From an optimization exercise on the open Yosys and OpenROAD flow, aimed at small area and a short achievable clock period; shortcuts taken in it are not production practice.
The RTL was checked by simulation tests, not by an equivalence proof against the original design.
No driver is modelled on the clock port, so clocking that relies on it looks cheaper here than on a real chip.

Setup of lane 1:
## prng
module prng (
    input logic [31:0] seed,
    output logic [31:0] rand_num,
    input logic clk,
    input logic rst
);
Settings: LEC_CHECK=0, CAP_MARGIN=20, CORE_MARGIN=2, CORE_UTILIZATION=50, CTS_BUF_LIST=sky130_fd_sc_hd__clkbuf_4 sky130_fd_sc_hd__clkbuf_8, HOLD_SLACK_MARGIN=0.1, SETUP_SLACK_MARGIN=3.5, SLEW_MARGIN=20, SYNTH_HIERARCHICAL=1; clock period 7.0 ns.
standard.sh (not shown) runs the stock make flow with config.mk's settings and CLKGATE_MAP_FILE= SYNTH_SCRIPT=/design/flow/synth_recipe.tcl, a recipe that flattens the netlist after the stock synthesis.
==> flow/flow/run.sh <==
#!/bin/bash
# Standard layout with two changes: the smallest buffer on each port, and
# useful clock skew between registers after clock tree synthesis (skew.tcl).
# Clock tree synthesis adds no dummy loads.
export BUFFER_PORTS_ARGS="-buffer_cell sky130_fd_sc_hd__buf_1"
export POST_CTS_TCL="$PWD/flow/skew.tcl"
export SKIP_CTS_REPAIR_TIMING=1
# clock tree: no dummy loads for balancing (the skew step sets the arrivals)
export CTS_ARGS="-sink_clustering_enable -repair_clock_nets -dont_use_dummy_load -buf_list {sky130_fd_sc_hd__clkbuf_4 sky130_fd_sc_hd__clkbuf_8}"
bash standard.sh > standard.log 2>&1
==> flow/flow/skew.py <==
#!/usr/bin/env python3
"""Plan a later clock arrival for registers (useful skew).

usage: skew.py PATHS PERIOD

PATHS holds lines "kind from to slack" as skew.tcl writes them. A delay D[r]
(>= 0) on register r's clock changes a register-to-register path s->e by
D[s] - D[e]. The plan finds the smallest period T such that:
  setup   (PERIOD - slack) + D[s] - D[e] <= T      for register pairs
  hold    slack + D[s] - D[e] >= HOLD_MARGIN
  output  (PERIOD - slack) + D[s] <= T            (the skew may only hurt)
  input   (PERIOD - slack) <= T                   (no gain from the skew)
  D[r] <= DMAX
and prints, for each register that needs a delay, a chain of delay cells.
"""
import sys

DMAX = 1.5
HOLD_MARGIN = 0.0
LEVEL_COST = 0.15
# cells and the delay each adds in front of one register's clock pin (ns)
CELLS = [
    ('sky130_fd_sc_hd__clkbuf_1', 0.09, 3.75),
    ('sky130_fd_sc_hd__dlygate4sd1_1', 0.20, 8.76),
    ('sky130_fd_sc_hd__clkdlybuf4s50_1', 0.46, 10.01),
]

path_file, period = sys.argv[1], float(sys.argv[2])
setup, hold, outp, inp, inhold = {}, {}, {}, {}, {}
regs = set()
for line in open(path_file):
    f = line.split()
    if len(f) != 4:
        continue
    kind, s, e, sl = f[0], f[1], f[2], float(f[3])
    if kind == 'max':
        setup[(s, e)] = min(setup.get((s, e), 1e9), sl)
        regs.update((s, e))
    elif kind == 'min':
        hold[(s, e)] = min(hold.get((s, e), 1e9), sl)
        regs.update((s, e))
    elif kind == 'outmax':
        outp[s] = min(outp.get(s, 1e9), sl)
        regs.add(s)
    elif kind == 'inmax':
        inp[e] = min(inp.get(e, 1e9), sl)
        regs.add(e)
    elif kind == 'inmin':
        inhold[e] = min(inhold.get(e, 1e9), sl)
        regs.add(e)
regs = sorted(regs)
idx = {r: i + 1 for i, r in enumerate(regs)}


def solve(T):
    # difference constraints x[b] >= x[a] + w as edges (a, b, w); longest path
    edges = []
    for r in regs:
        ub = DMAX
        if r in inhold:
            ub = min(ub, max(0.0, inhold[r] - HOLD_MARGIN))
        if r in outp:
            ub = min(ub, T - (period - outp[r]))
        if ub < 0:
            return None
        edges.append((0, idx[r], 0.0))
        edges.append((idx[r], 0, -ub))
    for (s, e), sl in setup.items():
        d = period - sl
        if s == e:
            if d > T:
                return None
            continue
        edges.append((idx[s], idx[e], d - T))
    for (s, e), sl in hold.items():
        if s == e:
            continue
        # D[e] - D[s] <= sl - margin
        edges.append((idx[e], idx[s], -max(0.0, sl - HOLD_MARGIN)))
    for e, sl in inp.items():
        if period - sl > T:
            return None
    n = len(regs) + 1
    x = [0.0] + [-1e18] * (n - 1)
    for it in range(n + 1):
        changed = False
        for a, b, w in edges:
            if x[a] > -1e17 and x[a] + w > x[b] + 1e-9:
                x[b] = x[a] + w
                changed = True
        if not changed:
            return {r: x[idx[r]] for r in regs}
        if x[0] > 1e-9:
            return None
    return None


t0 = max([period - sl for sl in setup.values()] + [period - sl for sl in inp.values()]
         + [period - sl for sl in outp.values()])
lo, hi = 0.0, t0
if solve(hi) is None:
    print(f'# no skew plan (T0 {t0:.3f})')
    sys.exit(0)
for _ in range(40):
    m = (lo + hi) / 2
    if solve(m) is None:
        lo = m
    else:
        hi = m
T = hi
D = solve(T)
print(f'# period without skew {t0:.3f}, with skew {T:.3f}')


CELL_D = {c[0]: c[1] for c in CELLS}


def chain(delta):
    # fewest-area chain of cells whose delay is closest to delta
    best = None
    for a in range(0, 4):
        for b in range(0, 4):
            for c in range(0, 4):
                if a + b + c == 0 or a + b + c > 4:
                    continue
                n = (a, b, c)
                d = sum(k * cell[1] for k, cell in zip(n, CELLS))
                area = sum(k * cell[2] for k, cell in zip(n, CELLS))
                cost = abs(d - delta) + 0.004 * area
                if best is None or cost < best[0]:
                    best = (cost, n)
    out = []
    for k, cell in zip(best[1], CELLS):
        out += [cell[0]] * k
    return out


# Shared delays: the registers are put on a few levels; level k is reached
# through a cascade of delay stages, each stage driving the registers of its
# level and the next stage.
need = sorted((D[r], r) for r in regs if D[r] >= 0.06)
if not need:
    sys.exit(0)
vals = [v for v, _ in need]


def levels_for(k):
    # 1-D k-means on the wanted delays
    cent = [vals[int((i + 0.5) * len(vals) / k)] for i in range(k)]
    for _ in range(50):
        groups = [[] for _ in cent]
        for v in vals:
            groups[min(range(k), key=lambda i: abs(v - cent[i]))].append(v)
        cent = [sum(g) / len(g) if g else c for g, c in zip(groups, cent)]
    err = sum(min(abs(v - c) for c in cent) for v in vals)
    return sorted(cent), err


best = None
for k in range(1, 7):
    cent, err = levels_for(k)
    cost = err + LEVEL_COST * k
    if best is None or cost < best[0]:
        best = (cost, cent)
cent = best[1]
prev = 0.0
real = 0.0
lev_of = {r: min(range(len(cent)), key=lambda i: abs(v - cent[i])) + 1 for v, r in need}
for k, c in enumerate(cent, 1):
    # each stage ends in a stronger buffer that drives its registers and the
    # next stage
    nload = sum(1 for r in lev_of if lev_of[r] == k) + (1 if k < len(cent) else 0)
    driver = ('sky130_fd_sc_hd__clkbuf_8', 0.12) if nload > 3 else ('sky130_fd_sc_hd__clkbuf_4', 0.12)
    rest = c - real - driver[1]
    cells = chain(rest) if rest > 0.05 else []
    cells.append(driver[0])
    real += sum(CELL_D.get(x, driver[1]) for x in cells)
    print('stage', k, f'{c:.3f}', ' '.join(cells))
for v, r in need:
    print('level', r, lev_of[r], f'{v:.3f}')
Other scripts of this flow, unchanged in this note and not shown: flow/flow/skew.tcl
Here is what was changed in the inputs of lane 2 compared with lane 1.
--- a/flow/flow/skew.py
+++ b/flow/flow/skew.py
@@ -18,5 +18,5 @@
 DMAX = 1.5
 HOLD_MARGIN = 0.0
-LEVEL_COST = 0.15
+LEVEL_COST = 0.07
 # cells and the delay each adds in front of one register's clock pin (ns)
 CELLS = [
--- a/flow/config.mk
+++ b/flow/config.mk
@@ -11,5 +11,5 @@
 export CTS_BUF_LIST = sky130_fd_sc_hd__clkbuf_4 sky130_fd_sc_hd__clkbuf_8
 export HOLD_SLACK_MARGIN = 0.1
-export SETUP_SLACK_MARGIN = 3.5
+export SETUP_SLACK_MARGIN = 3.3
 export SLEW_MARGIN = 20
 export SYNTH_HIERARCHICAL = 1
--- outcome ---
Minimum clock period, lane 2 and lane 1: smaller value in lane 1. Lane 2 vs. lane 1: design area went down by 2.4%. Comparing lane 1 against lane 2, there is no change at all in number of rows created at floorplan. Compared with lane 1, lane 2 shows a higher hold slack. The lower all-layer global routing usage came out of lane 2. Between lane 1 and lane 2, the clock input transition at the sequential cells of the worst setup and hold paths figures differ only marginally. Comparing the two runs side by side, lane 2 comes out ahead of lane 1 on routed wire length. Lane 2 ended up with state[7] as its critical path startpoint; lane 1 ended up with state[22].
Setup changes, lane 2 to lane 3
==> flow/flow/run.sh <==
#!/bin/bash
# Standard layout with two changes: the smallest buffer on each port, and
# useful clock skew between registers after clock tree synthesis (skew.tcl).
export BUFFER_PORTS_ARGS="-buffer_cell sky130_fd_sc_hd__buf_1"
export POST_CTS_TCL="$PWD/flow/skew.tcl"
export SKIP_CTS_REPAIR_TIMING=1
bash standard.sh > standard.log 2>&1
--- a/flow/flow/skew.py
+++ b/flow/flow/skew.py
@@ -18,5 +18,5 @@
 DMAX = 1.5
 HOLD_MARGIN = 0.0
-LEVEL_COST = 0.07
+LEVEL_COST = 0.15
 # cells and the delay each adds in front of one register's clock pin (ns)
 CELLS = [
--- a/flow/config.mk
+++ b/flow/config.mk
@@ -11,5 +11,5 @@
 export CTS_BUF_LIST = sky130_fd_sc_hd__clkbuf_4 sky130_fd_sc_hd__clkbuf_8
 export HOLD_SLACK_MARGIN = 0.1
-export SETUP_SLACK_MARGIN = 3.3
+export SETUP_SLACK_MARGIN = 3.6
 export SLEW_MARGIN = 20
 export SYNTH_HIERARCHICAL = 1
## What came out
On footprint of the multi-input gates: lane 3 sits above lane 2. Per the comparison of lane 3 with lane 2, maximum fanout along the worst path now smaller; post-place setup slack went up; hold slack lost 0.14 ns. Of the two values seen for capture point of the worst path, state[17] was produced by lane 3 and state[13] by lane 2.
The inputs of lane 4 differ from those of lane 3 as listed below.
==> flow/flow/run.sh <==
#!/bin/bash
# Standard layout with two changes: the smallest buffer on each port, and
# useful clock skew between registers after clock tree synthesis (skew.tcl).
# Clock tree synthesis adds no dummy loads.
export BUFFER_PORTS_ARGS="-buffer_cell sky130_fd_sc_hd__buf_1"
export POST_CTS_TCL="$PWD/flow/skew.tcl"
export SKIP_CTS_REPAIR_TIMING=1
# clock tree: no dummy loads for balancing (the skew step sets the arrivals)
export CTS_ARGS="-sink_clustering_enable -repair_clock_nets -dont_use_dummy_load -sink_clustering_size 24 -sink_clustering_max_diameter 120 -buf_list {sky130_fd_sc_hd__clkbuf_4 sky130_fd_sc_hd__clkbuf_8}"
bash standard.sh > standard.log 2>&1
--- a/flow/config.mk
+++ b/flow/config.mk
@@ -11,5 +11,5 @@
 export CTS_BUF_LIST = sky130_fd_sc_hd__clkbuf_4 sky130_fd_sc_hd__clkbuf_8
 export HOLD_SLACK_MARGIN = 0.1
-export SETUP_SLACK_MARGIN = 3.6
+export SETUP_SLACK_MARGIN = 3.3
 export SLEW_MARGIN = 20
 export SYNTH_HIERARCHICAL = 1
## What came out
Looking at the reports, lane 4 completed the entire flow and the layout it produced met the timing, DRC and antenna checks.
In the reports for lane 4 and lane 3, the larger met1 demand-to-capacity share in global routing belongs to lane 4.
Diff lane 4..lane 3 | synthesized-area fraction occupied by ao, oa, aoi and oai cells | unchanged
When the final numbers for lane 4 and lane 3 were put side by side, the final cell count turned out to be smaller in lane 4.
The wire length reported for lane 4 is smaller than that of lane 3 by about 8%.

[afterwards: timing with drivers on the ports]
Ports are ideal in the flow. The routed layouts listed here were re-timed in OpenROAD.
Step 1: set_driving_cell puts a clkbuf_16 on clk and a buf_2 on each other input, an assumption about the parent block.
Step 2, shift: input delay + t, output delay - t, t = (earliest + latest rising clock arrival at the registers) / 2. This alone moves slack from input paths to output paths.
Three values: no drivers, after step 1, after step 2; two values: the first two.
run	t, ns	slack for setup (ns)	latest minus earliest clock arrival (ns)	worst register clock-pin slew, ns	worst data-port slew with drivers (ns)	cell pins on the clock port's net
lane 1	1.081	3.498 / 3.498 / 3.498	1.415 / 1.415	0.08 / 0.08	0.03	1
lane 2	1.089	3.386 / 3.386 / 3.386	1.418 / 1.418	0.08 / 0.08	0.04	1
lane 3	1.075	3.532 / 3.532 / 3.532	1.363 / 1.363	0.08 / 0.08	0.04	1
lane 4	1.043	3.438 / 3.438 / 3.438	1.324 / 1.325	0.08 / 0.08	0.04	1
Clock arrivals are far apart in every run listed, so t is only a midpoint there and step 2 fits no single register.
